From an optimization exercise on the open Yosys and OpenROAD flow, aimed at small area; shortcuts taken in it are not production practice.
The RTL was checked by simulation tests, not by an equivalence proof against the original design.
No driver is modelled on the clock port, so clocking that relies on it looks cheaper here than on a real chip.
Power and IR drop assume default switching activity.

==> design.v <==
`timescale 1ns / 1ps
module Pipelined_Processor(
    input CLK,
    input reset,
    output [7:0] imem_addr,
    input [15:0] imem_data,
    output [7:0] dmem_addr,
    output [7:0] dmem_wdata,
    output dmem_we,
    input [7:0] dmem_rdata,
    output [7:0] result
);
localparam C_NOP = 4'b0000, C_EQ  = 4'b0001, C_SRA = 4'b0010, C_SLL  = 4'b0011,
           C_AND = 4'b0100, C_OR  = 4'b0101, C_XOR = 4'b0110, C_NOT  = 4'b0111,
           C_ADD = 4'b1000, C_SUB = 4'b1001, C_MUL = 4'b1010, C_DIV  = 4'b1011,
           C_ADI = 4'b1100, C_LD  = 4'b1101, C_ST  = 4'b1110;
reg  [7:0] pc;
reg  [7:0] rf [0:7];
reg  [7:0] a_e, b_e;
reg  [2:0] imm_e, rd_e;
reg  [3:0] c_e;
reg  [7:0] res_m, wd_m;
reg  [2:0] rd_m;
reg        rw_m, mw_m, ld_m;
reg  [7:0] res_w;
reg  [2:0] rd_w;
reg        rw_w;
wire [3:0] op  = imem_data[15:12];
wire [2:0] fn  = imem_data[11:9];
wire [2:0] rd  = imem_data[8:6];
wire [2:0] rs1 = imem_data[5:3];
wire [2:0] rs2 = imem_data[2:0];
reg  [3:0] c_d;
always @(*) begin
    case (op)
        4'b0000:
            case (fn)
                3'b000: c_d = C_ADD;
                3'b001: c_d = C_SUB;
                3'b010: c_d = C_MUL;
                3'b011: c_d = C_DIV;
                3'b100: c_d = C_AND;
                3'b101: c_d = C_OR;
                3'b110: c_d = C_XOR;
                default: c_d = C_NOT;
            endcase
        4'b0001, 4'b1000: c_d = C_ADI;
        4'b0010: c_d = C_LD;
        4'b0011: c_d = C_ST;
        4'b0101, 4'b1001: c_d = C_EQ;
        4'b0110: c_d = C_SRA;
        4'b0111: c_d = C_SLL;
        default: c_d = C_NOP;
    endcase
end
wire [7:0] a = a_e;
wire [7:0] b = b_e;
wire rw_e = c_e[3] | c_e[2] | c_e[1];
wire ld_e = (c_e == C_LD);
wire mw_e = (c_e == C_ST);
wire src  = c_e[3] & c_e[2];
wire sub  = c_e[0] & ~c_e[2];       
wire dvm  = c_e[0];                  
genvar k, i;
wire [7:0] addb = src ? {{5{imm_e[2]}}, imm_e} : b;
wire [7:0] addx = addb ^ {8{sub}};
wire [7:0] sum;
wire [8:0] ac;                       
assign ac[0] = sub;
generate
    for (i = 0; i < 8; i = i + 1) begin : ad
        assign sum[i]  = a[i] ^ addx[i] ^ ac[i];
        assign ac[i+1] = (a[i] & addx[i]) | (ac[i] & (a[i] ^ addx[i]));
    end
endgenerate
wire [8:1] bz;                       
assign bz[8] = 1'b1;
generate
    for (k = 7; k >= 1; k = k - 1) begin : gbz
        assign bz[k] = bz[k+1] & ~b[k];
    end
endgenerate
wire [7:0] quo;
generate
    for (k = 0; k < 8; k = k + 1) begin : st
        wire [k:0]   x, yy, o;
        wire [k+1:0] c;
        wire         q;
        wire         m   = dvm | a[7-k];
        wire         sel = q | ~dvm;         
        assign c[0] = 1'b0;
        for (i = 0; i <= k; i = i + 1) begin : cb
            if (i == 0) begin : g0
                assign x[0] = dvm & ~a[7-k];
            end else begin : gn
                assign x[i] = st[k-1].o[i-1];
            end
            assign yy[i]  = b[i] & m;
            assign c[i+1] = (x[i] & yy[i]) | (c[i] & (x[i] | yy[i]));
            if (k == 7) begin : gl
                assign o[i] = x[i] ^ yy[i] ^ c[i];
            end else begin : gm
                assign o[i] = x[i] ^ (sel & (yy[i] ^ c[i]));
            end
        end
        assign q = ~c[k+1] & bz[k+1];
        assign quo[7-k] = q;
    end
endgenerate
wire bnz = ~(bz[1] & ~b[0]);
wire [7:0] prod = st[7].o;
wire [7:0] axb = a ^ b;
reg  [3:0] lu;
always @(*) begin
    case (c_e)
        C_AND:   lu = 4'b1000;
        C_OR:    lu = 4'b1110;
        C_XOR:   lu = 4'b0110;
        C_NOT:   lu = 4'b0011;
        default: lu = 4'b0000;
    endcase
end
wire en_sum = c_e[3] & ~(c_e[1] & ~c_e[2]);      
wire en_sra = (c_e == C_SRA);
wire en_sll = (c_e == C_SLL);
wire en_eq  = (c_e == C_EQ);
wire [7:0] yl;                       
generate
    for (i = 0; i < 8; i = i + 1) begin : gl
        wire sra_i = (i == 7) ? a[7] : a[(i == 7) ? 7 : i + 1];
        wire sll_i = (i == 0) ? 1'b0 : a[(i == 0) ? 0 : i - 1];
        wire eq_i  = (i == 0) ? (en_eq & ~|axb) : 1'b0;
        assign yl[i] = (en_sum & sum[i]) | lu[{a[i], b[i]}] |
                       (en_sra & sra_i) | (en_sll & sll_i) | eq_i;
    end
endgenerate
wire isdiv = (c_e == C_DIV);
wire ismul = (c_e == C_MUL);
wire [7:0] y = isdiv ? (bnz ? quo : 8'd0) : ismul ? prod : yl;
wire [8:0] za, zb;                   
assign za[0] = 1'b1;
assign zb[0] = 1'b1;
generate
    for (k = 0; k < 8; k = k + 1) begin : gz
        assign za[k+1] = za[k] & ~a[k];
        assign zb[k+1] = zb[k] & ~b[k];
    end
endgenerate
reg zmul;
integer z;
always @(*) begin
    zmul = 1'b0;
    for (z = 0; z <= 8; z = z + 1)
        zmul = zmul | (za[z] & zb[8-z]);
end
wire zero = isdiv ? (~bnz | ~ac[8]) : ismul ? zmul : (yl == 8'd0);
wire hzd = ld_e && (rd_e != 3'd0) &&
           ((rd_e == rd) || (rd_e == rs1) || (rd_e == rs2)) &&
           (op != 4'b0101) && (op != 4'b0100);
wire [7:0] wb_m = ld_m ? dmem_rdata : res_m;    
wire fe1 = rw_e && (rd_e != 3'd0) && (rd_e == rs1);
wire fm1 = rw_m && (rd_m != 3'd0) && (rd_m == rs1);
wire fe2 = rw_e && (rd_e != 3'd0) && (rd_e == rs2);
wire fm2 = rw_m && (rd_m != 3'd0) && (rd_m == rs2);
wire [9:0] sel1, sel2;
assign sel1[8] = fe1;
assign sel1[9] = fm1 & ~fe1;
assign sel2[8] = fe2;
assign sel2[9] = fm2 & ~fe2;
generate
    for (k = 0; k < 8; k = k + 1) begin : gsel
        assign sel1[k] = ~fe1 & ~fm1 & (rs1 == k);
        assign sel2[k] = ~fe2 & ~fm2 & (rs2 == k);
    end
endgenerate
wire [7:0] opa, opb;
generate
    for (i = 0; i < 8; i = i + 1) begin : gop
        wire [9:0] d = {wb_m[i], y[i], rf[7][i], rf[6][i], rf[5][i], rf[4][i],
                        rf[3][i], rf[2][i], rf[1][i], rf[0][i]};
        AndOr10 ua (.s(sel1), .d(d), .y(opa[i]));
        AndOr10 ub (.s(sel2), .d(d), .y(opb[i]));
    end
endgenerate
wire [7:0] imm   = {{5{rs2[2]}}, rs2};
wire       selimm = (op == 4'b0100) || ((op == 4'b1001) && zero);
wire       selrel = (op == 4'b0101) && zero;
wire [7:0] pbase  = pc & {8{~selimm}};
wire [7:0] poff   = (selimm || selrel) ? imm : 8'd1;
wire [7:0] pcnext;
wire [8:0] pcc;
assign pcc[0] = 1'b0;
generate
    for (i = 0; i < 8; i = i + 1) begin : pa
        assign pcnext[i] = pbase[i] ^ poff[i] ^ pcc[i];
        assign pcc[i+1]  = (pbase[i] & poff[i]) | (pcc[i] & (pbase[i] | poff[i]));
    end
endgenerate
always @(posedge CLK or posedge reset) begin
    if (reset)
        pc <= 8'd0;
    else if (!hzd)
        pc <= pcnext;
end
always @(posedge CLK or posedge reset) begin
    if (reset)
        c_e <= C_NOP;
    else if (hzd)
        c_e <= C_NOP;
    else
        c_e <= c_d;
end
always @(posedge CLK) begin
    a_e <= opa; b_e <= opb; imm_e <= rs2; rd_e <= rd;
    wd_m <= b_e; rd_m <= rd_e;
    rd_w <= rd_m;
end
always @(posedge CLK or posedge reset) begin
    if (reset) begin
        res_m <= 8'd0; rw_m <= 1'b0; mw_m <= 1'b0; ld_m <= 1'b0;
        res_w <= 8'd0; rw_w <= 1'b0;
    end else begin
        res_m <= y; rw_m <= rw_e; mw_m <= mw_e; ld_m <= ld_e;
        res_w <= wb_m; rw_w <= rw_m;
    end
end
integer n;
always @(posedge CLK or posedge reset) begin
    if (reset) begin
        for (n = 0; n < 8; n = n + 1)
            rf[n] <= n;
    end else if (rw_w) begin
        rf[rd_w] <= res_w;
    end
end
assign imem_addr  = pc;
assign dmem_addr  = res_m;
assign dmem_wdata = wd_m;
assign dmem_we    = mw_m;
assign result     = res_w;
endmodule
module AndOr10(
    input  [9:0] s,
    input  [9:0] d,
    output       y
);
assign y = |(s & d);
endmodule
==> flow/run.sh <==
#!/bin/bash
set -euo pipefail
W=$PWD
F=$W/flow
sed "s#source \$::env(SCRIPTS_DIR)/synth.tcl#source $W/synth_abc.tcl#" synth_recipe.tcl > $W/synth_recipe_abc.tcl
sed "s#log_cmd abc {\*}\$abc_args#log_cmd abc {*}[lreplace \$abc_args 1 1 $F/abc.script]#" \
    $FLOW_HOME/scripts/synth.tcl > $W/synth_abc.tcl
grep -q "$W/synth_abc.tcl" $W/synth_recipe_abc.tcl
grep -q "$F/abc.script" $W/synth_abc.tcl
CTS="-sink_clustering_enable -repair_clock_nets -dont_use_dummy_load -buf_list sky130_fd_sc_hd__clkbuf_8"
export CTS_LEAF_SINKS=24
export CTS_LEAF_PY=$F/cts_leaf.py
cp $F/openroad_wrap.sh $W/openroad_wrap.sh
chmod +x $W/openroad_wrap.sh
bash standard.sh SYNTH_SCRIPT=$W/synth_recipe_abc.tcl \
    OPENROAD_EXE=$W/openroad_wrap.sh \
    "BUFFER_PORTS_ARGS=-buffer_cell sky130_fd_sc_hd__buf_1" \
    "CTS_ARGS=$CTS" POST_CTS_TCL=$F/cts_post.tcl finish > $W/make_finish.log 2>&1
==> flow/abc.script <==
strash
dch
map -D 7000
strash
dch
map -D 7000
topo
stime -c
==> flow/cts_leaf.py <==
# Run ORFS's cts.tcl with a larger limit on sinks per clock-tree leaf.
import os
from openroad import Tech, Design
tech = Tech()
design = Design(tech)
parms = design.getTritonCts().getParms()
parms.setNumMaxLeafSinks(int(os.environ.get("CTS_LEAF_SINKS", "24")))
print("clock tree: at most %d sinks per leaf" % parms.getNumMaxLeafSinks())
design.evalTclString("source $::env(SCRIPTS_DIR)/cts.tcl")
==> flow/cts_post.tcl <==
# After clock-tree synthesis: upsize any clock buffer whose flip-flop loads see
# a slow clock edge, then legalize the placement again.
estimate_parasitics -placement
set upsized 0
foreach inst [get_cells -quiet -filter "ref_name == sky130_fd_sc_hd__clkbuf_8"] {
    set out [get_pins -quiet [get_full_name $inst]/X]
    if { [llength $out] == 0 } { continue }
    set worst 0.0
    foreach pin [get_pins -quiet -of_objects [get_nets -of_objects $out] -filter "direction == input"] {
        set s [get_property $pin slew_max]
        if { $s > $worst } { set worst $s }
    }
    if { $worst > 0.105 } {
        puts "upsizing [get_full_name $inst]: clock slew [format %.3f $worst] ns"
        replace_cell $inst sky130_fd_sc_hd__clkbuf_16
        incr upsized
    }
}
if { $upsized > 0 } {
    detailed_placement
    check_placement -verbose
    estimate_parasitics -placement
}
==> flow/openroad_wrap.sh <==
#!/bin/bash
# OpenROAD for the ORFS steps. The clock-tree step (cts.tcl) runs through
# OpenROAD's Python mode, which can raise TritonCTS's limit on sinks per
# H-tree leaf (fixed at 15 in the Tcl command) before sourcing ORFS's cts.tcl.
OR=/OpenROAD-flow-scripts/tools/install/OpenROAD/bin/openroad
for a in "$@"; do
    case "$a" in
        */scripts/cts.tcl)
            exec "$OR" -python -no_init -exit "$CTS_LEAF_PY" ;;
    esac
done
exec "$OR" "$@"
==> standard.sh <==
#!/bin/bash
# synth_recipe.tcl (not shown) runs the flow's synth.tcl, then flattens the netlist and writes it again
# the make line also repeats each setting of config.mk as NAME=value (left out here)
make -C /OpenROAD-flow-scripts/flow DESIGN_CONFIG=/design/flow/config.mk WORK_HOME=/design/flow/orfs CLKGATE_MAP_FILE= SYNTH_SCRIPT=/design/flow/synth_recipe.tcl "${@:-finish}"
==> config.mk <==
export PLATFORM = sky130hd
export DESIGN_NAME = Pipelined_Processor
export DESIGN_NICKNAME = Pipelined_Processor
export VERILOG_FILES = /design/flow/design.v
export SDC_FILE = /design/flow/constraint.sdc
export NUM_CORES = 4
export LEC_CHECK = 0
export CAP_MARGIN = 20
export CORE_MARGIN = 2
export CORE_UTILIZATION = 50
export CTS_BUF_LIST = sky130_fd_sc_hd__clkbuf_8
export SLEW_MARGIN = 20
export SYNTH_HIERARCHICAL = 1
==> constraint.sdc <==
create_clock -name core_clock -period 13.5 [get_ports {CLK}]
set_input_delay 2.7000 -clock core_clock [delete_from_list [all_inputs] [get_ports {CLK}]]
set_output_delay 2.7000 -clock core_clock [all_outputs]
set_load 0.01 [all_outputs]
==> metrics list, run 1 <==
- The initial antenna violation count came to 1.
- At the worst endpoint, the arrival time is 12.58 ns.
- Summed over all cells, the static leakage comes to 0.003329 µW.
- In this run the remaining antenna-violating nets after routing total 0.
- The worst-case IR drop observed on VDD is 0.1087 mV.
* Hold Fails Final Rpt: 0
* Final Critical Period: 12.37 ns
- Of the total synthesized cell area, the portion taken by XOR and XNOR cells is 0.05065.
- For the worst flop-to-flop path, the logic depth is 83.
* Share of synthesized area occupied by flip-flops and latches: 0.4124
- Number of global-route vias before repair: 7004
- Fraction of the mapped netlist area in compound gates: 0.2230
* Prevailing post-synth register cell: dfrtp_1
- Cell count after synthesis: 935
* Setup TNS: 0 ns
- By startpoint and endpoint, the worst setup path is classified as reg2reg.
* Pin count of the biggest net entering global routing: 78
- Total Wirelength: 24230 µm
- Number of maximum-capacitance constraint violations: 0
* Clock network power share: 0.126
* Worst Hold Margin: 0.4078 ns
- Stages on the worst setup path: 83
- Data required, critical path: 13.71 ns
* Width of the chip: 127.4 µm
- The HPWL after detailed placement is 18180 µm.
- The analysis attributes to net switching a power of 776.5 µW.
- On the critical path, the stage with the largest delay is an instance of fa_1.
- Largest fanout of any net on the critical path: 12
* First-pass GRT wire length: 37780 µm
- Dividing total power by cell area gives a power density of 198.7 nW/µm².
* Post-Synthesis Net Count: 983
- Setup violations remaining at the end of the flow were counted as 0.
- Min-Delay Path Class: reg2reg
- Average vias per placed instance: 6.206
- Of the total synthesized cell area, the portion taken by AND, OR, NAND and NOR gates is 0.2023.
- STA classifies the critical path endpoint as a flop.
* First-pass detailed-route iteration total: 7
- Routability-driven placement finished with a final weighted congestion of 0.9563.
- The count of buffers added on input and output ports is 58.
- Ports placed on the boundary: 59
- The largest single stage delay on the critical path is 0.47 ns.
* Die outline area: 16220 µm²
- Cell count of the worst hold path: 0
- Core Footprint: 15030 µm²
* Mean Syn Cell Area: 8.137 µm²
* Net count of the finished layout: 1069
- The final count of pins violating max slew came to 0.
- Portion of total power attributed to combinational logic: 0.479
* Fraction of the cycle the final worst path needs: 0.9166
- Of the total synthesized cell area, the portion taken by full adders, half adders and majority gates is 0.05591.
- Synthesis warning total: 8
* Largest family of logic cells by synthesized area: compound AO/OA/AOI/OAI gates
- TritonCTS built the clock tree.
- 0 antenna diodes ended up in the layout.
- Counting flops with an async set or reset pin after synthesis yields a share of 0.7273.
- The initial utilization of the core area, before any placement, comes to 0.5061.
- Cell with the most instances on the worst path: nand2_1
- After clock tree synthesis, the clock-pin slew on the worst setup and hold paths is 0.08 ns.
- Counting both buffers and inverters, the worst setup path holds a total of 5.
- Cell internal pwr: 908.5 µW
- After detailed routing, the number of remaining DRC violations is 0.
* Crit start category: flop
- On the final layout, the worst clock skew is 0.03051 ns.
* Global-route usage over all layers: 0.2990
* Number of DRC markers after the initial detailed-route iteration: 911
- Slew Limit Headroom: 0.1618
- Routed wire length per instance: 20.08 µm
- Based on the critical path, the design can be clocked at up to 0.08081 GHz.
- In the final layout, the share of cells above drive strength 1 is 0.07949.
- Transition at the pin with the smallest max-transition slack: 1.248 ns
- Cell family with the largest share of critical-path delay: simple AND/OR/NAND/NOR gates
* Clock latency of the later-clocked register in the worst-skew pair: 0.35 ns
* Total number of vias: 7491
- Counting every sink on the clock net gives 132.
- In this run, synthesis produced a sequential element count of 132.
- The share of total power dissipated in sequential elements is 0.395.
* Standard-cell row count: 45
- After global routing the overflow that remains totals 0.
- Share of synthesized area spent on multiplexers: 0.01184
- Counting flops with a built-in enable in the synthesized netlist gives 0.
* Height of the chip: 127.4 µm
- From synthesis to final layout, the design area changed by 11.45%.
* Switching fraction of total power: 0.4608
- Summed instance area of the synthesized netlist: 7609 µm²
- The flow ran to the end and the layout has no timing, DRC or antenna violations.
- Number of distinct library cells after synthesis: 39
-- synth_stat cells (2+ instances only) --
| cell type | n | area (µm²) |
|---|---|---|
| a21oi_1 | 50 | 250.2 |
| o21ai_0 | 91 | 455.4 |
| dfxtp_1 | 36 | 720.7 |
| a31oi_1 | 3 | 18.77 |
| nand4_1 | 6 | 37.54 |
| xnor2_1 | 25 | 219.0 |
| nor3_1 | 39 | 195.2 |
| a32oi_1 | 2 | 17.52 |
| clkinv_1 | 89 | 334.1 |
| a21boi_0 | 2 | 15.01 |
| a311oi_1 | 2 | 17.52 |
| mux2_2 | 8 | 90.09 |
| a22oi_1 | 68 | 510.5 |
| a221oi_1 | 16 | 140.1 |
| nand2_1 | 190 | 713.2 |
| ha_1 | 2 | 25.02 |
| o22ai_1 | 5 | 31.28 |
| xor2_1 | 19 | 166.4 |
| a211oi_1 | 3 | 22.52 |
| nor2_1 | 83 | 311.6 |
| a2111oi_0 | 3 | 26.28 |
| nand3_1 | 47 | 235.2 |
| o221ai_1 | 4 | 35.03 |
| dfstp_2 | 12 | 315.3 |
| fa_1 | 20 | 400.4 |
| nor4_1 | 3 | 18.77 |
| dfrtp_1 | 84 | 2102 |
| o21bai_1 | 2 | 15.01 |
| o211ai_1 | 10 | 75.07 |
| or2_2 | 2 | 12.51 |
-- power groups by stage --
stage / clock (µW) / combinational, µW / sequential, µW
2_1_floorplan: 0 / 504 / 651
3_3_place_gp: 0 / 753 / 659
3_5_place_dp: 0 / 761 / 664
5_1_grt: 231 / 889 / 679
6_report: 212 / 806 / 666
-- kinds of logic (layout without fill, tap and decap cells) --
family / count (synthesis) / in the layout
buf+inv: 89 / 173
mux: 8 / 8
flops: 132 / 132
xor+xnor: 44 / 44
fa+ha+maj: 22 / 22
compound gates: 268 / 268
simple gates: 372 / 372
-- routing by layer --
metal,GRT usage,share of wire,up-vias
li1,-,-,3463
met1,0.3955,0.42,3605
met2,0.4687,0.46,334
met3,0.05863,0.069,87
met4,0.1558,0.046,2
met5,0,0.00066,-
-- cell type report --
cell class | instances | area (µm²)
inverter | 89 | 344.1
sequential | 132 | 3142
fill | 1373 | 6554
timing repair buffer | 75 | 340.3
clock buffer | 9 | 180.2
multi-input combinational | 714 | 4238
tap | 188 | 235.2
-- placed cells by master, fill, tap and decap left out, types with 4 or more instances in the layout --
cell type	count
fa_1	20
nand2_1	189
nor3_1	31
o221ai_1	4
a21oi_2	4
clkbuf_16	5
dfstp_2	12
nand3_1	47
a221oi_1	15
dfrtp_1	84
o22ai_1	5
a22oi_1	68
buf_1	58
clkbuf_8	4
xor2_1	18
clkinv_1	86
nor3_2	8
o21ai_0	88
a21oi_1	46
mux2_2	8
nor2_1	79
o211ai_1	10
xnor2_1	25
dfxtp_1	33
nand4_1	6
buf_4	15
nor2_2	4
-- worst reg2reg max path, delay by kind of cell (launching register included) --
family,cells,cell delay (ns)
flip-flops,1,0.31
adder cells (fa/ha/maj),7,2.86
buffers and inverters,5,0.73
AO/OA/AOI/OAI,27,3.91
AND/OR/NAND/NOR,44,4.49
-- per-stage QoR --
step           setup WS [ns]  power [µW]  std cells  utilization  area (µm²)
3_5_place_dp          0.5461        1425       1190       0.5409        8132
6_report               1.125        1685       1207       0.5640        8479
3_3_place_gp           1.394        1412       1190       0.5409        8132
5_1_grt             -0.04511        1799       1207       0.5640        8479
2_1_floorplan          2.248        1155        935            -        7609
-- Yosys stat by module, one instance, submodules excluded --
| module | area, µm² | copies in the design |
|---|---|---|
| AndOr10 | 47.55 | 16 |
| Pipelined_Processor | 6848 | 1 |
-- sequential cells by signal (all words and copies together) (netlist names) --
signal and count:
ld_m 1, res_w 8, res_m 8, mw_m 1, b_e 8, rd_m 3, rw_w 1, a_e 8
rd_e 3, rf 64, c_e 4, rw_m 1, rd_w 3, imm_e 3, pc 8, wd_m 8
-- path summary, 6_finish.rpt --
check	slack, ns	to	from
max in group asynchronous	9.98	res_w[6]	reset
worst min-delay path	0.41	rd_w[0]	rd_m[0]
worst max register to register	1.13	a_e[7]	b_e[2]
worst min register to register	0.41	rd_w[0]	rd_m[0]
worst max-delay path	1.13	a_e[7]	b_e[2]
min in group asynchronous	2.28	pc[2]	reset
==> run 2: changes to the inputs <==
==> flow/cts_post.tcl (replaced) <==
# After clock-tree synthesis: upsize any clock buffer whose flip-flop clock
# pins see a slow clock edge, then legalize the placement again.
estimate_parasitics -placement
set upsized 0
foreach inst [get_cells -quiet -filter "ref_name == sky130_fd_sc_hd__clkbuf_8"] {
    set out [get_pins -quiet [get_full_name $inst]/X]
    if { [llength $out] == 0 } { continue }
    set worst 0.0
    foreach pin [get_pins -quiet -of_objects [get_nets -of_objects $out] -filter "direction == input"] {
        if { [get_property $pin lib_pin_name] != "CLK" } { continue }
        set s [get_property $pin slew_max]
        if { $s > $worst } { set worst $s }
    }
    if { $worst > 0.120 } {
        puts "upsizing [get_full_name $inst]: flip-flop clock slew [format %.3f $worst] ns"
        replace_cell $inst sky130_fd_sc_hd__clkbuf_16
        incr upsized
    }
}
if { $upsized > 0 } {
    detailed_placement
    check_placement -verbose
    estimate_parasitics -placement
}
--- a/config.mk
+++ b/config.mk
@@ -10,4 +10,5 @@
 export CORE_UTILIZATION = 50
 export CTS_BUF_LIST = sky130_fd_sc_hd__clkbuf_8
+export SETUP_SLACK_MARGIN = -0.4
 export SLEW_MARGIN = 20
 export SYNTH_HIERARCHICAL = 1
==> metrics list, run 2 <==
- Status: finished clean (unchanged).
* Mean Syn Cell Area: 8.137 µm² (unchanged)
- Worst Setup EP: a_e[7] (unchanged)
- Number of distinct library cells after synthesis: 39 (unchanged)
- The average routed wire per standard cell is 20.10 µm (was 20.08 µm).
* DRC violation count after routing: 0 (unchanged)
- Leakage Power: 0.003284 µW (was 0.003329 µW)
- The TritonCTS clock tree is yes (unchanged).
- Fraction of the cycle the final worst path needs: 0.9456 (was 0.9166)
* Sinks on the clock net: 132 (unchanged)
* Cell with the most instances on the worst path: nand2_1 (unchanged)
* Most numerous cell in the Yosys netlist: nand2_1 (unchanged)
* Number of setup violations in the final report: 0 (unchanged)
* Clock latency of the later-clocked register in the worst-skew pair: 0.40 ns (was 0.35 ns)
- Standard-cell row count: 45 (unchanged)
- The synthesized-area fraction occupied by ao, oa, aoi and oai cells was 0.2230 (unchanged).
- The half-perimeter wire length of the detailed placement result was 18180 µm (unchanged).
* Routability Congestion: 0.9563 (unchanged)
- The area share of fa/ha/maj cells after synthesis was 0.05591 (unchanged).
* Register-to-register path setup slack: 0.73 ns (was 1.13 ns)
- The number of nets at the end of the flow was 1066 (was 1069).
* Average vias per placed instance: 6.266 (was 6.206)
* Worst Hold Margin: 0.4117 ns (was 0.4078 ns)
- The area enclosed by the die boundary came to 16220 µm² (unchanged).
- The end of the worst register-to-register path is a_e[7] (unchanged).
- The area overhead of the layout relative to synthesis came to 10.08% (was 11.45%).
- Share of synthesized area occupied by flip-flops and latches: 0.4124 (unchanged)
- Most common cell after layout, fill and taps aside: nand2_1 (unchanged)
- Number of global-route vias before repair: 6997 (was 7004)
- Data required, critical path: 13.74 ns (was 13.71 ns)
- Met3 track utilization from global routing: 0.05360 (was 0.05863)
- The arrival time of the worst setup path is 13.00 ns (was 12.58 ns).
- Post-Synthesis Net Count: 983 (unchanged)
- Total number of vias: 7544 (was 7491)
- Number of diodes: 0 (unchanged)
- List of most frequent post-synthesis cells: nand2_1, o21ai_0, clkinv_1 (unchanged)
- The die height came to 127.4 µm (unchanged).
- The flip-flop cell with the highest count after synthesis is dfrtp_1 (unchanged).
* Kind of critical path: reg2reg (unchanged)
- Share of Yosys cell area claimed by the top area cell type: 0.2763 (unchanged)
- Largest area contributor in the synthesized netlist: dfrtp_1 (unchanged)
- Max-slew violation total from the final report: 0 (unchanged)
- Initial Utilization: 0.5061 (unchanged)
- Met2 Usage GRT: 0.4700 (was 0.4687)
* Fraction of layout cells with a size suffix above 1: 0.06693 (was 0.07949)
* First-pass GRT wire length: 37760 µm (was 37780 µm)
- Transition at the pin with the smallest max-transition slack: 1.207 ns (was 1.248 ns)
* Placement-stage cell area: 8132 µm² (unchanged)
- The power density of the placed cells was 196.1 nW/µm² (was 198.7 nW/µm²).
* Clock Skew: 0.04285 ns (was 0.03051 ns)
- The clock input transition at the sequential cells of the worst setup and hold paths came to 0.12 ns (was 0.08 ns).
- Number of enable flip-flop cells after synthesis: 0 (unchanged)
- The maximum clock frequency was 0.07834 GHz (was 0.08081 GHz).
- GRT Residual Overflow: 0 (unchanged)
* Number of DRC markers after the initial detailed-route iteration: 950 (was 911)
* Ports placed on the boundary: 59 (unchanged)
- Number of nets still failing antenna checks after routing: 0 (unchanged)
* Final Critical Period: 12.77 ns (was 12.37 ns)
- Total Wirelength: 24210 µm (was 24230 µm)
* Largest family of logic cells by synthesized area: compound AO/OA/AOI/OAI gates (unchanged)
- Proportion of register bits with asynchronous set or reset after synthesis: 0.7273 (unchanged)
- Global-route usage over all layers: 0.2990 (about the same)
- Share of synthesized area spent on multiplexers: 0.01184 (unchanged)
- Slew Limit Headroom: 0.1894 (was 0.1618)
- Reg2reg start: b_e[2] (unchanged)
- First-pass detailed-route iteration total: 7 (unchanged)
* Largest register FFs: 64 (unchanged)
- Most frequent cells in the layout: nand2_1, o21ai_0, clkinv_1, dfrtp_1, nor2_1 (unchanged)
- Post-synthesis sequential element count: 132 (unchanged)
* Core Footprint: 15030 µm² (unchanged)
- The largest net degree at the start of global routing was 78 (unchanged).
- Number of maximum-capacitance constraint violations: 0 (unchanged)
* Summed instance area of the synthesized netlist: 7609 µm² (unchanged)
- Worst path max stage delay: 0.47 ns (about the same)
- The cell with the largest stage delay on the worst path is fa_1 (unchanged).
- Simple-gate share of the synthesized area: 0.2023 (unchanged)
* Crit end category: flop (unchanged)
- The register ranked first by flip-flop count is rf (unchanged).
- The global routing met1 resource utilization came to 0.3980 (was 0.3955).
* Reg2reg path depth: 83 (unchanged)
- Cell types occupying the most area after synthesis: dfrtp_1, dfxtp_1, nand2_1 (unchanged)
- Cell count after synthesis: 935 (unchanged)
- Initial antenna violation count: 0 (was 1)
- Design area: 8376 µm² (was 8479 µm²)
* Synthesis warning total: 8 (unchanged)
- Min-Delay Path Class: reg2reg (unchanged)
- Area share of xor/xnor cells in the synthesized design: 0.05065 (unchanged)
- IO Port Bufs: 58 (unchanged)
- Busiest layer in global routing: met2 (unchanged)
- Largest fanout of any net on the critical path: 12 (unchanged)
- Critical Path Start: b_e[2] (unchanged)
- The hold violation total from the final report is 0 (unchanged).
* Largest voltage drop on the vdd net: 0.1098 mV (was 0.1087 mV)
- The element type at the critical path start was a flop (unchanged).
- Width of the chip: 127.4 µm (unchanged)
## run 2: cell counts after synthesis
No cell type changed its count.
## run 2: area by class of cell
class / count / area, µm²
Clock buffer: 9 / 135.1
Inverter: 89 / 344.1
Multi-Input combinational cell: 714 / 4203
Tap cell: 188 / 235.2
Timing Repair Buffer: 72 / 317.8
Fill cell: 1391 / 6658
Sequential cell: 132 / 3141
## run 2: how the worst min path moves through the flow
stage | depth (start not counted) | end | from | slack [ns]
after floorplan | 0 | rw_w | rw_m | 0.35
after global placement | 0 | rd_w[0] | rd_m[0] | 0.40
after detailed placement | 0 | rd_w[0] | rd_m[0] | 0.40
after global routing | 0 | wd_m[6] | b_e[6] | 0.42
final | 0 | rd_w[0] | rd_m[0] | 0.41
## run 2: per-stage QoR
| stage | setup slack, ns | cells | power, µW | TNS [ns] | utilization |
|---|---|---|---|---|---|
| 2_1_floorplan | 2.248 | 935 | 1155 | 0 | - |
| 6_report | 0.7345 | 1204 | 1643 | 0 | 0.5571 |
| 3_3_place_gp | 1.394 | 1190 | 1412 | 0 | 0.5409 |
| 3_5_place_dp | 0.5461 | 1190 | 1425 | 0 | 0.5409 |
| 5_1_grt | -0.4102 | 1204 | 1756 | -1.481 | 0.5571 |
## run 2: logic make-up after synthesis
kind of cell             count (synthesis)
AND/OR/NAND/NOR                        372
buffers and inverters                   89
XOR/XNOR                                44
AO/OA/AOI/OAI                          268
flip-flops                             132
adder cells (fa/ha/maj)                 22
multiplexers                             8
## run 2: critical path, delay by kind of cell, from the launching register on
family	cells	cell delay, ns
AO/OA/AOI/OAI	27	4.13
buffers and inverters	5	0.74
AND/OR/NAND/NOR	44	4.55
flip-flops	1	0.33
adder cells (fa/ha/maj)	7	2.84
## run 2: per-layer routing
| layer | up-vias | part of all wire |
|---|---|---|
| li1 | 3461 | - |
| met1 | 3613 | 0.42 |
| met2 | 378 | 0.46 |
| met3 | 92 | 0.070 |
| met4 | 0 | 0.049 |
| met5 | - | 0 |
## run 2: per-module statistics from Yosys (local to each module, per instance)
| module | cells | cell area [µm²] | copies in the design | flops+latches |
|---|---|---|---|---|
| AndOr10 | 7 | 47.55 | 16 | 0 |
| Pipelined_Processor | 823 | 6848 | 1 | 132 |
## run 2: report_power, final
part | switching (µW) | internal [µW]
Sequential | 133 | 533
Combinational | 518 | 275
Clock | 116 | 67.0
==> run 3: changes to the inputs <==
--- a/config.mk
+++ b/config.mk
@@ -10,5 +10,5 @@
 export CORE_UTILIZATION = 50
 export CTS_BUF_LIST = sky130_fd_sc_hd__clkbuf_8
-export SETUP_SLACK_MARGIN = -0.4
+export GPL_TIMING_DRIVEN = 0
 export SLEW_MARGIN = 20
 export SYNTH_HIERARCHICAL = 1
==> metrics list, run 3 <==
* Status: finished clean (unchanged)
- Slew Limit Headroom: 0.1235 (was 0.1894)
- First-pass GRT wire length: 38410 µm (was 37760 µm)
- Number of setup violations in the final report: 0 (unchanged)
- The residual antenna-violating net count after detailed routing is 0 (unchanged).
* Most common cell after layout, fill and taps aside: nand2_1 (unchanged)
- Proportion of register bits with asynchronous set or reset after synthesis: 0.7273 (unchanged)
- Number of maximum-capacitance constraint violations: 0 (unchanged)
* Endpoint of the worst-slack reg-to-reg timing path: b_e[7] (was a_e[7])
- Register with the most flip-flops: rf (unchanged)
- The arrival time of the worst setup path was 12.61 ns (was 13.00 ns).
- Post-synthesis share of cell area spent on full adders, half adders and majority gates: 0.05591 (unchanged)
* Leakage Power: 0.003277 µW (was 0.003284 µW)
- The post-synthesis area per instance was 8.137 µm² (unchanged).
- Ratio of total power to cell area: 193.3 nW/µm² (was 196.1 nW/µm²)
- The sequential cell area fraction in the yosys report came to 0.4124 (unchanged).
* Prevailing post-synth register cell: dfrtp_1 (unchanged)
- Number of DRC markers after the initial detailed-route iteration: 609 (was 950)
- Total number of vias: 7433 (was 7544)
* Fraction of the cycle the final worst path needs: 0.9157 (was 0.9456)
* Max-slew violation total from the final report: 0 (unchanged)
- Width of the chip: 127.4 µm (unchanged)
- Crit end category: flop (unchanged)
- The floorplan core area came to 15030 µm² (unchanged).
* Post-DP HPWL: 18230 µm (was 18180 µm)
- CP max stage cell: fa_1 (unchanged)
- Number of diodes: 0 (unchanged)
- The net count after synthesis came to 983 (unchanged).
- The number of search-and-repair iterations in the first detailed-routing pass came to 5 (was 7).
- The average routed wire per standard cell came to 20.27 µm (was 20.10 µm).
- The simple-gate portion of the synthesized area came to 0.2023 (unchanged).
* Height of the chip: 127.4 µm (unchanged)
* Cell types occupying the most area after synthesis: dfrtp_1, dfxtp_1, nand2_1 (unchanged)
- IO Port Bufs: 58 (unchanged)
* Area share of xor/xnor cells in the synthesized design: 0.05065 (unchanged)
- Critical Path Start: b_e[6] (was b_e[2])
- The delay contributed by the slowest stage of the critical path was 0.48 ns (was 0.47 ns).
- The total of warnings raised by yosys was 8 (unchanged).
- Crit start category: flop (unchanged)
* DRC violation count after routing: 0 (unchanged)
- Data required, critical path: 13.75 ns (was 13.74 ns)
- The via count of the first global-routing pass is 7151 (was 6997).
* Initial Utilization: 0.5061 (unchanged)
- Sinks on the clock net: 132 (unchanged)
- The total of flip-flops plus latches after synthesis came to 132 (unchanged).
- The remaining global-route overflow came to 0 (unchanged).
- Most frequent cells in the layout: nand2_1, o21ai_0, dfrtp_1, clkinv_1, nor2_1 (was nand2_1, o21ai_0, clkinv_1, dfrtp_1, nor2_1)
- List of most frequent post-synthesis cells: nand2_1, o21ai_0, clkinv_1 (unchanged)
* Reg2reg path depth: 82 (was 83)
- The maximum vdd ir drop is 0.1012 mV (was 0.1098 mV).
- The number of cells produced by synthesis was 935 (unchanged).
- Global-route usage over all layers: 0.3041 (was 0.2990)
- The smallest setup slack after layout was 1.138 ns (was 0.7345 ns).
* Min-Delay Path Class: reg2reg (unchanged)
- Summed instance area of the synthesized netlist: 7609 µm² (unchanged)
* Largest register FFs: 64 (unchanged)
* Hold Fails Final Rpt: 0 (unchanged)
- The TritonCTS clock tree is yes (unchanged).
* Initial antenna violation count: 0 (unchanged)
- The floorplan row count came to 45 (unchanged).
- Ports placed on the boundary: 59 (unchanged)
- The largest area contributor in the synthesized netlist was dfrtp_1 (unchanged).
- The area enclosed by the die boundary is 16220 µm² (unchanged).
* Fraction of the mapped netlist area in compound gates: 0.2230 (unchanged)
- The number of stages on the worst hold path is 0 (unchanged).
* Total Wirelength: 24230 µm (was 24210 µm)
* Transition at the pin with the smallest max-transition slack: 1.305 ns (was 1.207 ns)
- The setup slack at placement was -0.1443 ns (was 0.5461 ns).
- Post-route total power: 1634 µW (was 1643 µW)
- Cell with the most instances on the worst path: nand2_1 (unchanged)
* Final Critical Period: 12.36 ns (was 12.77 ns)
- Routability Congestion: 0.9602 (was 0.9563)
- Number of enable flip-flop cells after synthesis: 0 (unchanged)
- The area overhead of the layout relative to synthesis was 11.12% (was 10.08%).
- The most frequently used cell type in the post-synthesis netlist was nand2_1 (unchanged).
- Largest family of logic cells by synthesized area: compound AO/OA/AOI/OAI gates (unchanged)
- The fraction of final layout cells with drive strength greater than 1 was 0.08540 (was 0.06693).
- Number of distinct library cells after synthesis: 39 (unchanged)
- The worst-skew pair later-pin latency came to 0.39 ns (was 0.40 ns).
* Clock Skew: 0.03043 ns (was 0.04285 ns)
- The highest fanout seen on the critical path is 7 (was 12).
* Reg2reg start: b_e[6] (was b_e[2])
- The number of nets at the end of the flow came to 1057 (was 1066).
- Pin count of the biggest net entering global routing: 78 (unchanged)
- The proportion of synthesized area in mux cells is 0.01184 (unchanged).
* Average vias per placed instance: 6.220 (was 6.266)
- Kind of critical path: reg2reg (unchanged)
* Worst Setup EP: b_e[7] (was a_e[7])
- The internal reg-to-reg setup slack was 1.14 ns (was 0.73 ns).
* Share of Yosys cell area claimed by the top area cell type: 0.2763 (unchanged)
- The clock input transition at the sequential cells of the worst setup and hold paths came to 0.11 ns (was 0.12 ns).
- Worst Hold Margin: 0.4077 ns (was 0.4117 ns)
- Upper clock frequency limit: 0.08090 GHz (was 0.07834 GHz)
==> run 3: cell counts after synthesis <==
Identical to the previous run, type by type.
==> run 3: stage by stage <==
stage          area, µm²  cells  setup TNS (ns)  utilization
6_report            8454   1195               0       0.5624
5_1_grt             8454   1195        -0.05049       0.5624
3_5_place_dp        8139   1183         -0.2879       0.5414
3_3_place_gp        8061   1181               0       0.5362
2_1_floorplan       7609    935               0            -
==> run 3: per-layer routing <==
layer,part of all wire,GRT usage
met2,0.49,0.5077
met1,0.42,0.4051
met3,0.061,0.04648
met5,0,0
met4,0.030,0.1080
==> run 3: final cells by class <==
class | count | area, µm²
clock buffer | 9 | 135.1
fill | 1434 | 6579
inverter | 89 | 355.3
multi-input combinational | 714 | 4293
sequential | 132 | 3163
tap | 188 | 235.2
timing repair buffer | 63 | 272.8
==> run 3: cell families (layout without fill, tap and decap cells) <==
group           count (synthesis)  in the layout
compound gates                268            268
xor+xnor                       44             44
fa+ha+maj                      22             22
buf+inv                        89            161
flops                         132            132
mux                             8              8
simple gates                  372            372
==> run 3: worst min-delay path by stage <==
| stage | endpoint | slack (ns) | from |
|---|---|---|---|
| final | rd_w[0] | 0.41 | rd_m[0] |
| after global routing | wd_m[5] | 0.43 | b_e[5] |
| after detailed placement | rd_w[0] | 0.39 | rd_m[0] |
| after global placement | rd_w[0] | 0.39 | rd_m[0] |
| after floorplan | rw_w | 0.35 | rw_m |
==> run 3: modules after synthesis, one instance, submodules excluded <==
module / copies in the design / flip-flops and latches / cell area (µm²) / cells inside
AndOr10: 16 / 0 / 47.55 / 7
Pipelined_Processor: 1 / 132 / 6848 / 823
==> run 3: power by group <==
part	total (µW)	switching, µW	internal (µW)
registers	690	153	537
logic	762	491	271
clock network	182	115	67.0
total	1630	759	875
==> run 3: worst max-delay path, delay by kind of cell (launching register included) <==
family,cells,cell delay (ns)
AND/OR/NAND/NOR,48,5.26
buffers and inverters,2,0.15
adder cells (fa/ha/maj),7,2.84
AO/OA/AOI/OAI,25,3.61
flip-flops,1,0.40
==> run 4: changes to the inputs <==
--- a/config.mk
+++ b/config.mk
@@ -10,5 +10,4 @@
 export CORE_UTILIZATION = 50
 export CTS_BUF_LIST = sky130_fd_sc_hd__clkbuf_8
-export GPL_TIMING_DRIVEN = 0
 export SLEW_MARGIN = 20
 export SYNTH_HIERARCHICAL = 1
==> metrics list, run 4 <==
* Prevailing post-synth register cell: dfrtp_1 (unchanged)
- Sinks on the clock net: 132 (unchanged)
* Highest routing layer actually used: met4 (unchanged)
- The total power came to 1658 µW (was 1634 µW).
* DRC violation count after routing: 0 (unchanged)
- Number of setup violations in the final report: 0 (unchanged)
- Most numerous cell in the Yosys netlist: nand2_1 (unchanged)
* Share of Yosys cell area claimed by the top area cell type: 0.2763 (unchanged)
- The library cell appearing most often on the critical path is nand2_1 (unchanged).
- The total of warnings raised by yosys is 8 (unchanged).
- Cell family with the largest share of critical-path delay: simple AND/OR/NAND/NOR gates (unchanged)
* Area taken by multi-input logic gates: 4244 µm² (was 4293 µm²)
- Hold path start: rd_m[0] (unchanged)
- IO Port Bufs: 58 (unchanged)
- The total of flip-flops plus latches after synthesis is 132 (unchanged).
* Most frequent cells in the layout: nand2_1, o21ai_0, clkinv_1, dfrtp_1, nor2_1 (was nand2_1, o21ai_0, dfrtp_1, clkinv_1, nor2_1)
* Post-Synthesis Net Count: 983 (unchanged)
* Total Wirelength: 24170 µm (was 24230 µm)
* Endpoint of the worst-slack reg-to-reg timing path: a_e[7] (was b_e[7])
* Worst path setup slack after routing: 1.100 ns (was 1.138 ns)
- Mean Syn Cell Area: 8.137 µm² (unchanged)
- Cell count after synthesis: 935 (unchanged)
- Register-to-register path setup slack: 1.10 ns (was 1.14 ns)
- The highest fanout seen on the critical path came to 10 (was 7).
- The final critical delay including setup and external delays is 12.40 ns (was 12.36 ns).
- The number of search-and-repair iterations in the first detailed-routing pass was 7 (was 5).
- The routed metal-1 wirelength was 10150 µm (was 10080 µm).
- Max-slew violation total from the final report: 0 (unchanged)
* Setup TNS: 0 ns (unchanged)
* Pre-CTS setup slack: 0.5461 ns (was -0.1443 ns)
- Endpoint, Worst Hold: rd_w[0] (unchanged)
* Clock tree from TritonCTS: yes (unchanged)
- The die height came to 127.4 µm (unchanged).
- The arrival time of the worst setup path is 12.64 ns (was 12.61 ns).
- The largest area contributor in the synthesized netlist was dfrtp_1 (unchanged).
- Standard-cell row count: 45 (unchanged)
- The leakage power total is 0.003312 µW (was 0.003277 µW).
- The average via count per standard cell is 6.291 (was 6.220).
* Status: finished clean (unchanged)
- Reg2reg start: b_e[1] (was b_e[6])
* Number of enable flip-flop cells after synthesis: 0 (unchanged)
- The via count of the first global-routing pass came to 6997 (was 7151).
* Initial Utilization: 0.5061 (unchanged)
- Transition at the pin with the smallest max-transition slack: 1.226 ns (was 1.305 ns)
* CP max stage cell: nor2_1 (was fa_1)
* Crit end category: flop (unchanged)
- Width of the chip: 127.4 µm (unchanged)
* Largest voltage drop on the vdd net: 0.1089 mV (was 0.1012 mV)
* Share of synthesized area occupied by flip-flops and latches: 0.4124 (unchanged)
- Die outline area: 16220 µm² (unchanged)
* Area growth from synthesis to final layout: 10.99% (was 11.12%)
- Routability Congestion: 0.9563 (was 0.9602)
- The average routed wire per standard cell came to 20.03 µm (was 20.27 µm).
- Crit start category: flop (unchanged)
* Count of fill cells added during filler insertion: 1381 (was 1434)
* Detailed-routed wire length on met2: 11160 µm (was 11960 µm)
- The most common cell after layout, fill and taps aside is nand2_1 (unchanged).
* Initial antenna violation count: 0 (unchanged)
- Fraction of layout cells with a size suffix above 1: 0.08047 (was 0.08540)
- Register with the most flip-flops: rf (unchanged)
- Reg2reg path depth: 78 (was 82)
* Worst path max stage delay: 0.52 ns (was 0.48 ns)
* Slew Limit Headroom: 0.1763 (was 0.1235)
* Total number of vias: 7593 (was 7433)
- The async set or reset register ratio after synthesis is 0.7273 (unchanged).
- The kind of path behind the tightest hold check is reg2reg (unchanged).
- The post-route fraction of the period consumed by the critical path came to 0.9186 (was 0.9157).
- Number of maximum-capacitance constraint violations: 0 (unchanged)
- The total length of routed met3 wires was 1707 µm (was 1469 µm).
- The floorplan core area is 15030 µm² (unchanged).
- The area used by sequential logic in the layout came to 3142 µm² (was 3163 µm²).
* Post-DP HPWL: 18180 µm (was 18230 µm)
- The global router's overall resource usage was 0.2990 (was 0.3041).
- Kind of critical path: reg2reg (unchanged)
* Cell count of the worst hold path: 0 (unchanged)
* GRT Residual Overflow: 0 (unchanged)
- List of most frequent post-synthesis cells: nand2_1, o21ai_0, clkinv_1 (unchanged)
- The global-route wire length before repair is 37760 µm (was 38410 µm).
* Clock transition at the registers of the reported paths: 0.10 ns (was 0.11 ns)
- The residual antenna-violating net count after detailed routing came to 0 (unchanged).
* Summed instance area of the synthesized netlist: 7609 µm² (unchanged)
* Bufs and invs on worst path: 3 (was 2)
* Number of diodes: 0 (unchanged)
- Net count of the finished layout: 1069 (was 1057)
- The maximum clock frequency is 0.08064 GHz (was 0.08090 GHz).
- Ports placed on the boundary: 59 (unchanged)
- The worst-skew pair later-pin latency was 0.40 ns (was 0.39 ns).
* Clock Skew: 0.03857 ns (was 0.03043 ns)
* Ratio of total power to cell area: 196.3 nW/µm² (was 193.3 nW/µm²)
- Pin count of the biggest net entering global routing: 78 (unchanged)
- Number of distinct library cells after synthesis: 39 (unchanged)
- Cell types occupying the most area after synthesis: dfrtp_1, dfxtp_1, nand2_1 (unchanged).
- Data required, critical path: 13.74 ns (was 13.75 ns)
- The hold violation total from the final report was 0 (unchanged).
- Number of DRC markers after the initial detailed-route iteration: 998 (was 609)
- Largest register FFs: 64 (unchanged)
## run 4: worst max-delay path by stage
stage / start / end / cells past startpoint
6_report: b_e[1] / a_e[7] / 78
5_1_grt: b_e[2] / a_e[7] / 84
3_5_place_dp: b_e[4] / a_e[7] / 82
3_3_place_gp: b_e[7] / a_e[7] / 81
2_1_floorplan: c_e[0] / a_e[7] / 79
## run 4: cell type report
| cell class | instances | area share |
|---|---|---|
| clock buffer | 9 | 0.01600 |
| inverter | 89 | 0.04075 |
| multi-input combinational | 714 | 0.5026 |
| sequential | 132 | 0.3721 |
| tap | 188 | 0.02786 |
| timing repair buffer | 75 | 0.04075 |
## run 4: cell families after synthesis
kind of cell / count (synthesis) / share of synthesized area
compound gates: 268 / 0.2230
xor+xnor: 44 / 0.05065
fa+ha+maj: 22 / 0.05591
buf+inv: 89 / 0.04391
flops: 132 / 0.4124
mux: 8 / 0.01184
simple gates: 372 / 0.2023
## run 4: report_power, final
| group | switching [µW] | leakage (µW) | internal [µW] |
|---|---|---|---|
| sequential | 133 | 0.00152 | 533 |
| combinational | 526 | 0.00172 | 283 |
| clock | 116 | 0.0000698 | 67.0 |
| total | 775 | 0.00331 | 883 |
## run 4: per-layer routing
layer,up-vias,GRT usage
li1,3469,-
met1,3654,0.3980
met2,386,0.4700
met3,84,0.05360
met4,0,0.1545
met5,-,0
## run 4: through the flow
step	instance area, µm²	hold WS, ns	cells	utilization
after detailed placement	8132	0.3984	1190	0.5409
after global placement	8132	0.3975	1190	0.5409
final	8444	0.4123	1207	0.5617
after global routing	8444	0.4205	1207	0.5617
after floorplan	7609	0.3539	935	-
## run 4: per-module statistics from Yosys (local to each module, per instance)
| module | cell area (µm²) | cells inside | flip-flops and latches |
|---|---|---|---|
| Pipelined_Processor | 6848 | 823 | 132 |
| AndOr10 | 47.55 | 7 | 0 |
==> run 5: changes to the inputs <==
--- a/config.mk
+++ b/config.mk
@@ -10,4 +10,5 @@
 export CORE_UTILIZATION = 50
 export CTS_BUF_LIST = sky130_fd_sc_hd__clkbuf_8
+export SETUP_SLACK_MARGIN = -0.7
 export SLEW_MARGIN = 20
 export SYNTH_HIERARCHICAL = 1
==> metrics list, run 5 <==
- Ports placed on the boundary: 59 (unchanged)
- The floorplan core area was 15030 µm² (unchanged).
- Worst path max stage delay: 0.62 ns (was 0.52 ns)
* First-pass detailed-route iteration total: 7 (unchanged)
* Total Wirelength: 24100 µm (was 24170 µm)
* Most numerous cell in the Yosys netlist: nand2_1 (unchanged)
- The TritonCTS clock tree is yes (unchanged).
- The element type at the critical path start is a flop (unchanged).
* Fraction of the cycle the final worst path needs: 0.9563 (was 0.9186)
* GRT Residual Overflow: 0 (unchanged)
* Clock latency of the later-clocked register in the worst-skew pair: 0.40 ns (about the same)
- Share of Yosys cell area claimed by the top area cell type: 0.2763 (unchanged)
- The total of warnings raised by yosys was 8 (unchanged).
- Most common cell after layout, fill and taps aside: nand2_1 (unchanged)
- The floorplan row count came to 45 (unchanged).
* Largest fanout of any net on the critical path: 8 (was 10)
- The library cell appearing most often on the critical path is nand2_1 (unchanged).
- The total power came to 1633 µW (was 1658 µW).
- Max-slew violation total from the final report: 0 (unchanged)
* Worst Hold Margin: 0.4171 ns (was 0.4123 ns)
- Number of enable flip-flop cells after synthesis: 0 (unchanged)
- Prevailing post-synth register cell: dfrtp_1 (unchanged)
- Proportion of register bits with asynchronous set or reset after synthesis: 0.7273 (unchanged)
- Arrival time of the worst setup path: 13.15 ns (was 12.64 ns)
- Share of synthesized area occupied by flip-flops and latches: 0.4124 (unchanged)
- Number of standard cells in the final layout excluding fillers: 1203 (was 1207)
- Total number of vias: 7517 (was 7593)
* Post-synthesis sequential element count: 132 (unchanged)
- Number of nets still failing antenna checks after routing: 0 (unchanged)
* List of most frequent post-synthesis cells: nand2_1, o21ai_0, clkinv_1 (unchanged)
* Area growth from synthesis to final layout: 9.669% (was 10.99%)
- The number of nets at the end of the flow was 1065 (was 1069).
- Largest area contributor in the synthesized netlist: dfrtp_1 (unchanged)
- The maximum vdd ir drop was 0.1091 mV (was 0.1089 mV).
* Mean Syn Cell Area: 8.137 µm² (unchanged)
- Height of the chip: 127.4 µm (unchanged)
* Routability Congestion: 0.9563 (unchanged)
- The actual transition at the worst max-transition pin was 1.250 ns (was 1.226 ns).
- The normalized max-slew margin came to 0.1604 (was 0.1763).
* Worst path setup slack after routing: 0.5894 ns (was 1.100 ns)
- Global-route usage over all layers: 0.2990 (unchanged)
* Largest register FFs: 64 (unchanged)
- Fraction of layout cells with a size suffix above 1: 0.05911 (was 0.08047)
* Width of the chip: 127.4 µm (unchanged)
- The net count after synthesis was 983 (unchanged).
- The reported max-cap violation count was 0 (unchanged).
* Average vias per placed instance: 6.249 (was 6.291)
- Clock transition at the registers of the reported paths: 0.10 ns (about the same)
* Setup TNS: 0 ns (unchanged)
* Pin count of the biggest net entering global routing: 78 (unchanged)
- Status: finished clean (unchanged).
- Post-DP HPWL: 18180 µm (unchanged)
- The kind of path behind the tightest hold check is reg2reg (unchanged).
- The initial antenna violation count came to 0 (unchanged).
* DRC violation count after routing: 0 (unchanged)
* Number of global-route vias before repair: 6997 (unchanged)
- Met3 track utilization from global routing: 0.05360 (unchanged)
- The register ranked first by flip-flop count is rf (unchanged).
- Busiest layer in global routing: met2 (unchanged)
- Clock Skew: 0.04261 ns (was 0.03857 ns)
- The global-route wire length before repair came to 37760 µm (unchanged).
- Number of placed cells counting well taps: 1190 (unchanged)
- Most frequent cells in the layout: nand2_1, o21ai_0, clkinv_1, dfrtp_1, nor2_1 (unchanged).
- The global routing met1 resource utilization is 0.3980 (unchanged).
- Number of diodes: 0 (unchanged)
- Upper clock frequency limit: 0.07746 GHz (was 0.08064 GHz)
* IO Port Bufs: 58 (unchanged)
- Ratio of total power to cell area: 195.7 nW/µm² (was 196.3 nW/µm²)
* CP max stage cell: dfxtp_1 (was nor2_1)
- The average routed wire per standard cell is 20.04 µm (was 20.03 µm).
- Pre-CTS setup slack: 0.5461 ns (unchanged)
* Leakage Power: 0.003277 µW (was 0.003312 µW)
- Data required, critical path: 13.74 ns (about the same)
- Crit end category: flop (unchanged)
- The hold violation total from the final report was 0 (unchanged).
- Final Critical Period: 12.91 ns (was 12.40 ns)
- The fraction of met2 tracks used by global routing was 0.4700 (unchanged).
* Initial Utilization: 0.5061 (unchanged)
* Number of setup violations in the final report: 0 (unchanged)
- The TritonCTS sink count was 132 (unchanged).
- Cell count after synthesis: 935 (unchanged)
* Kind of critical path: reg2reg (unchanged)
- Number of DRC markers after the initial detailed-route iteration: 857 (was 998)
- Summed instance area of the synthesized netlist: 7609 µm² (unchanged)
- The count of unique library cells instantiated by Yosys came to 39 (unchanged).
- Cell types occupying the most area after synthesis: dfrtp_1, dfxtp_1, nand2_1 (unchanged)
- Die outline area: 16220 µm² (unchanged)
-- run 5: changes by cell type in the layout (fill, tap and decap cells not counted), sizes merged --
cell	delta
buf	-4
-- run 5: cell type report --
type                            instances  area, µm²
Clock buffer                            9      135.1
Fill cell                            1395       6689
Inverter                               89      344.1
Multi-Input combinational cell        714       4182
Sequential cell                       132       3138
Tap cell                              188      235.2
Timing Repair Buffer                   71      310.3
-- run 5: cells by family (layout without fill, tap and decap cells) --
family | Yosys count | after routing | synth area share
buffers and inverters | 89 | 169 | 0.04391
muxes | 8 | 8 | 0.01184
adders and majority gates | 22 | 22 | 0.05591
and+or+nand+nor | 372 | 372 | 0.2023
DFF | 132 | 132 | 0.4124
AOI/OAI and AO/OA | 268 | 268 | 0.2230
xor gates and xnor gates | 44 | 44 | 0.05065
-- run 5: metrics by stage --
stage	utilization	cell area, µm²
final	0.5551	8344
after global routing	0.5551	8344
after detailed placement	0.5409	8132
after global placement	0.5409	8132
after floorplan	-	7609
-- run 5: path summary, 6_finish.rpt --
kind,startpoint,to,slack [ns],cells past startpoint
min,rd_m[0],rd_w[0],0.42,0
min in group asynchronous,reset,rw_w,2.24,2
max,b_e[7],a_e[7],0.59,84
min reg2reg,rd_m[0],rd_w[0],0.42,0
max in group asynchronous,reset,res_w[6],10.01,3
max reg2reg,b_e[7],a_e[7],0.59,84
-- run 5: Yosys stat by module (local to each module, per instance) --
module	cell area [µm²]	times used	cells inside
Pipelined_Processor	6848	1	823
AndOr10	47.55	16	7
-- run 5: report_power, final --
part	total, µW	switching [µW]	internal, µW
clock	183	116	67.0
combinational	787	515	272
sequential	663	131	532
total	1630	762	872
-- run 5: worst max-delay path, delay by kind of cell (launching register included) --
kind,cells,cell delay (ns)
fa+ha+maj,7,2.84
flops,1,0.62
compound gates,24,3.84
simple gates,50,5.16
buf+inv,3,0.31
-- run 5: per-layer routing --
layer / wire (µm) / up-vias
met1: 10140 / 3601
met3: 1692 / 87
met5: 0 / -
met2: 11140 / 368
li1: - / 3461
met4: 1130 / 0
==> run 6: changes to the inputs <==
==> flow/abc.script (replaced) <==
strash
dch
map -D 7000
strash
dch -f
map -D 7000
topo
stime -c
--- a/config.mk
+++ b/config.mk
@@ -6,9 +6,9 @@
 export NUM_CORES = 4
 export LEC_CHECK = 0
-export CAP_MARGIN = 20
+export CAP_MARGIN = 0
 export CORE_MARGIN = 2
 export CORE_UTILIZATION = 50
 export CTS_BUF_LIST = sky130_fd_sc_hd__clkbuf_8
 export SETUP_SLACK_MARGIN = -0.7
-export SLEW_MARGIN = 20
+export SLEW_MARGIN = 0
 export SYNTH_HIERARCHICAL = 1
==> metrics list, run 6 <==
- Status: finished clean (unchanged).
* Worst Hold Margin: 0.4074 ns (was 0.4171 ns)
* Number of DRC markers after the initial detailed-route iteration: 799 (was 857)
- Final Critical Period: 12.75 ns (was 12.91 ns)
* Number of global-route vias before repair: 7087 (was 6997)
* Fraction of the cycle the final worst path needs: 0.9447 (was 0.9563)
* Post-Route M1 WL: 10590 µm (was 10140 µm)
- IO Port Bufs: 58 (unchanged)
* Post-synthesis sequential element count: 132 (unchanged)
- Initial antenna violation count: 0 (unchanged)
- Prevailing post-synth register cell: dfrtp_1 (unchanged)
- The delay contributed by the slowest stage of the critical path came to 0.46 ns (was 0.62 ns).
- The leakage power total was 0.003310 µW (was 0.003277 µW).
- The actual transition at the worst max-transition pin was 1.342 ns (was 1.250 ns).
- The post-synthesis area per instance came to 8.203 µm² (was 8.137 µm²).
* Detailed-routed wire length on met2: 11440 µm (was 11140 µm)
* Kind of critical path: reg2reg (unchanged)
- Average vias per placed instance: 6.169 (was 6.249)
* Portion of total power attributed to combinational logic: 0.495 (was 0.482)
* Post-Synthesis Net Count: 972 (was 983)
* Upper clock frequency limit: 0.07841 GHz (was 0.07746 GHz)
* Area growth from synthesis to final layout: 10.55% (was 9.669%)
- The required arrival time at the worst endpoint came to 13.77 ns (was 13.74 ns).
- Clock network power share: 0.111 (was 0.112)
* Area taken by multi-input logic gates: 4140 µm² (was 4182 µm²)
- The internal power of the cells came to 881.9 µW (was 871.5 µW).
- The library cell appearing most often on the critical path is nand2_1 (unchanged).
* Setup TNS: 0 ns (unchanged)
- The width of the die is 127.1 µm (was 127.4 µm).
- The total of warnings raised by yosys was 8 (unchanged).
- The via total after detailed routing was 7427 (was 7517).
- The clock input transition at the sequential cells of the worst setup and hold paths was 0.11 ns (was 0.10 ns).
- First-pass detailed-route iteration total: 5 (was 7)
- The filler cell count came to 1403 (was 1395).
* Die outline area: 16160 µm² (was 16220 µm²)
- Number of setup violations in the final report: 0 (unchanged)
- The worst-skew pair later-pin latency was 0.40 ns (about the same).
- Met3 wire len: 1919 µm (was 1692 µm)
- The net load switching power is 757.2 µW (was 761.6 µW).
- Clock tree from TritonCTS: yes (unchanged)
* Switching fraction of total power: 0.4620 (was 0.4664)
- The flip-flop count of the largest register, all copies and words added was 64 (unchanged).
- Register with the most flip-flops: rf (unchanged)
- The sequential cell fraction of total power was 0.394 (was 0.406).
- Ports placed on the boundary: 59 (unchanged)
- Pin count of the biggest net entering global routing: 78 (unchanged)
- The floorplan core area came to 15030 µm² (unchanged).
* Number of diodes: 0 (unchanged)
- The uppermost layer routed is met4 (unchanged).
- The half-perimeter wire length of the detailed placement result was 18770 µm (was 18180 µm).
- The cell with the largest stage delay on the worst path was fa_1 (was dfxtp_1).
- Summed instance area of the synthesized netlist: 7580 µm² (was 7609 µm²)
- The highest fanout seen on the critical path is 6 (was 8).
- Largest area contributor in the synthesized netlist: dfrtp_1 (unchanged)
- Sinks on the clock net: 132 (unchanged)
* Cell types occupying the most area after synthesis: dfrtp_1, dfxtp_1, nand2_1 (unchanged)
* Ratio of total power to cell area: 195.6 nW/µm² (was 195.7 nW/µm²)
* Share of Yosys cell area claimed by the top area cell type: 0.2773 (was 0.2763)
- Storage cell area: 3138 µm² (unchanged)
* Crit start category: flop (unchanged)
* Crit end category: flop (unchanged)
- Most common cell after layout, fill and taps aside: nand2_1 (unchanged)
- Slew Limit Headroom: 0.09860 (was 0.1604)
- Most frequent cells in the layout: nand2_1, o21ai_0, clkinv_1, nor2_1, dfrtp_1 (was nand2_1, o21ai_0, clkinv_1, dfrtp_1, nor2_1)
* First-pass GRT wire length: 39370 µm (was 37760 µm)
* Hold Fails Final Rpt: 0 (unchanged)
* GRT Residual Overflow: 0 (unchanged)
- Cell count after synthesis: 924 (was 935)
* Number of enable flip-flop cells after synthesis: 0 (unchanged)
* Initial Utilization: 0.5042 (was 0.5061)
* Number of distinct library cells after synthesis: 38 (was 39)
* Largest voltage drop on the vdd net: 0.1011 mV (was 0.1091 mV)
- Clock Skew: 0.03219 ns (was 0.04261 ns)
- The final count of pins violating max slew was 0 (unchanged).
- The routability-driven placement congestion ratio was 0.9795 (was 0.9563).
* Number of maximum-capacitance constraint violations: 0 (unchanged)
- Share of synthesized area occupied by flip-flops and latches: 0.4140 (was 0.4124)
- DRC violation count after routing: 0 (unchanged)
* Proportion of register bits with asynchronous set or reset after synthesis: 0.7273 (unchanged)
- The overall routed net length was 24600 µm (was 24100 µm).
- The average routed wire per standard cell is 20.43 µm (was 20.04 µm).
* Fraction of layout cells with a size suffix above 1: 0.07087 (was 0.05911)
- The arrival time of the worst setup path is 13.02 ns (was 13.15 ns).
- Number of nets still failing antenna checks after routing: 0 (unchanged)
- Standard-cell row count: 45 (unchanged)
- The kind of path behind the tightest hold check was reg2reg (unchanged).
- The most frequently used cell type in the post-synthesis netlist is nand2_1 (unchanged).
* Global-route usage over all layers: 0.3129 (was 0.2990)
- List of most frequent post-synthesis cells: nand2_1, o21ai_0, nor2_1 (was nand2_1, o21ai_0, clkinv_1).
- The number of nets at the end of the flow is 1066 (was 1065).
- The die height is 127.1 µm (was 127.4 µm).
run 6: final timing paths:
check / start / endpoint / slack, ns / cells past startpoint
worst max-delay path: b_e[5] / a_e[7] / 0.75 / 80
worst min-delay path: rw_m / rw_w / 0.41 / 0
worst max register to register: b_e[5] / a_e[7] / 0.75 / 80
worst min register to register: rw_m / rw_w / 0.41 / 0
max in group asynchronous: reset / res_w[0] / 10.02 / 3
min in group asynchronous: reset / pc[0] / 2.23 / 2
run 6: routing by layer:
| metal | up-vias | GRT usage |
|---|---|---|
| li1 | 3454 | - |
| met1 | 3585 | 0.4386 |
| met2 | 336 | 0.5006 |
| met3 | 52 | 0.04858 |
| met4 | 0 | 0.1054 |
| met5 | - | 0 |
run 6: Yosys stat by module (local to each module, per instance):
module	copies in the design	area [µm²]
Pipelined_Processor	1	6819
AndOr10	16	47.55
run 6: per-stage QoR:
step,util,cell area (µm²),power [µW],instances,setup WS [ns]
final,0.5574,8379,1639,1204,0.7472
after floorplan,-,7580,1145,924,1.849
after global placement,0.5455,8200,1420,1192,1.174
after global routing,0.5574,8379,1761,1204,-0.7109
after detailed placement,0.5455,8200,1436,1192,0.3148
run 6: power groups by stage:
stage | clock network [µW] | logic [µW] | registers [µW]
final | 182 | 812 | 645
after global routing | 202 | 898 | 661
after detailed placement | 0 | 787 | 649
after global placement | 0 | 778 | 642
after floorplan | 0 | 503 | 642
run 6: final cells by class:
class | instances | share of cell area
clock buffers | 9 | 0.01613
inverters | 86 | 0.03882
multi-input cells | 706 | 0.4941
flip-flops and latches | 132 | 0.3745
well taps | 188 | 0.02807
repair buffers | 83 | 0.04838
run 6: logic make-up (layout without fill, tap and decap cells):
| group | after synthesis | in the layout | synth area share |
|---|---|---|---|
| AO/OA/AOI/OAI | 281 | 281 | 0.2327 |
| flip-flops | 132 | 132 | 0.4140 |
| XOR/XNOR | 43 | 43 | 0.04969 |
| AND/OR/NAND/NOR | 352 | 352 | 0.1930 |
| multiplexers | 8 | 8 | 0.01189 |
| buffers and inverters | 86 | 178 | 0.04259 |
| adder cells (fa/ha/maj) | 22 | 22 | 0.05612 |
run 6: worst max-delay path: cells and delay by family, from the launching register on:
| family | cells | cell delay, ns |
|---|---|---|
| adder cells (fa/ha/maj) | 7 | 2.83 |
| AO/OA/AOI/OAI | 27 | 3.83 |
| flip-flops | 1 | 0.41 |
| AND/OR/NAND/NOR | 44 | 5.39 |
| buffers and inverters | 2 | 0.16 |

==> afterwards: timing with drivers on the ports <==
In the flow no input, the clock included, has a driving cell. The finished layouts below were timed again as built, in two steps.
Step 1: set_driving_cell puts a clkbuf_16 on CLK and a buf_2 on each other input, an assumption about the parent block.
Step 2 also shifts input and output timing later by t, the mid clock arrival at the registers, as if the neighbouring blocks saw the same clock.
a / b / c = ideal ports / drivers / drivers and shift; a / b = the first two.
run	shift t [ns]	setup slack, ns	cell pins on the clock port's net
run 1	0.383	1.125 / 1.125 / 1.125	1
run 2	0.416	0.735 / 0.735 / 0.735	1
run 3	0.408	1.138 / 1.138 / 1.138	1
run 4	0.414	1.100 / 1.100 / 1.100	1
run 5	0.415	0.589 / 0.589 / 0.589	1
run 6	0.420	0.747 / 0.747 / 0.747	1
After both steps every run listed still meets setup and hold.
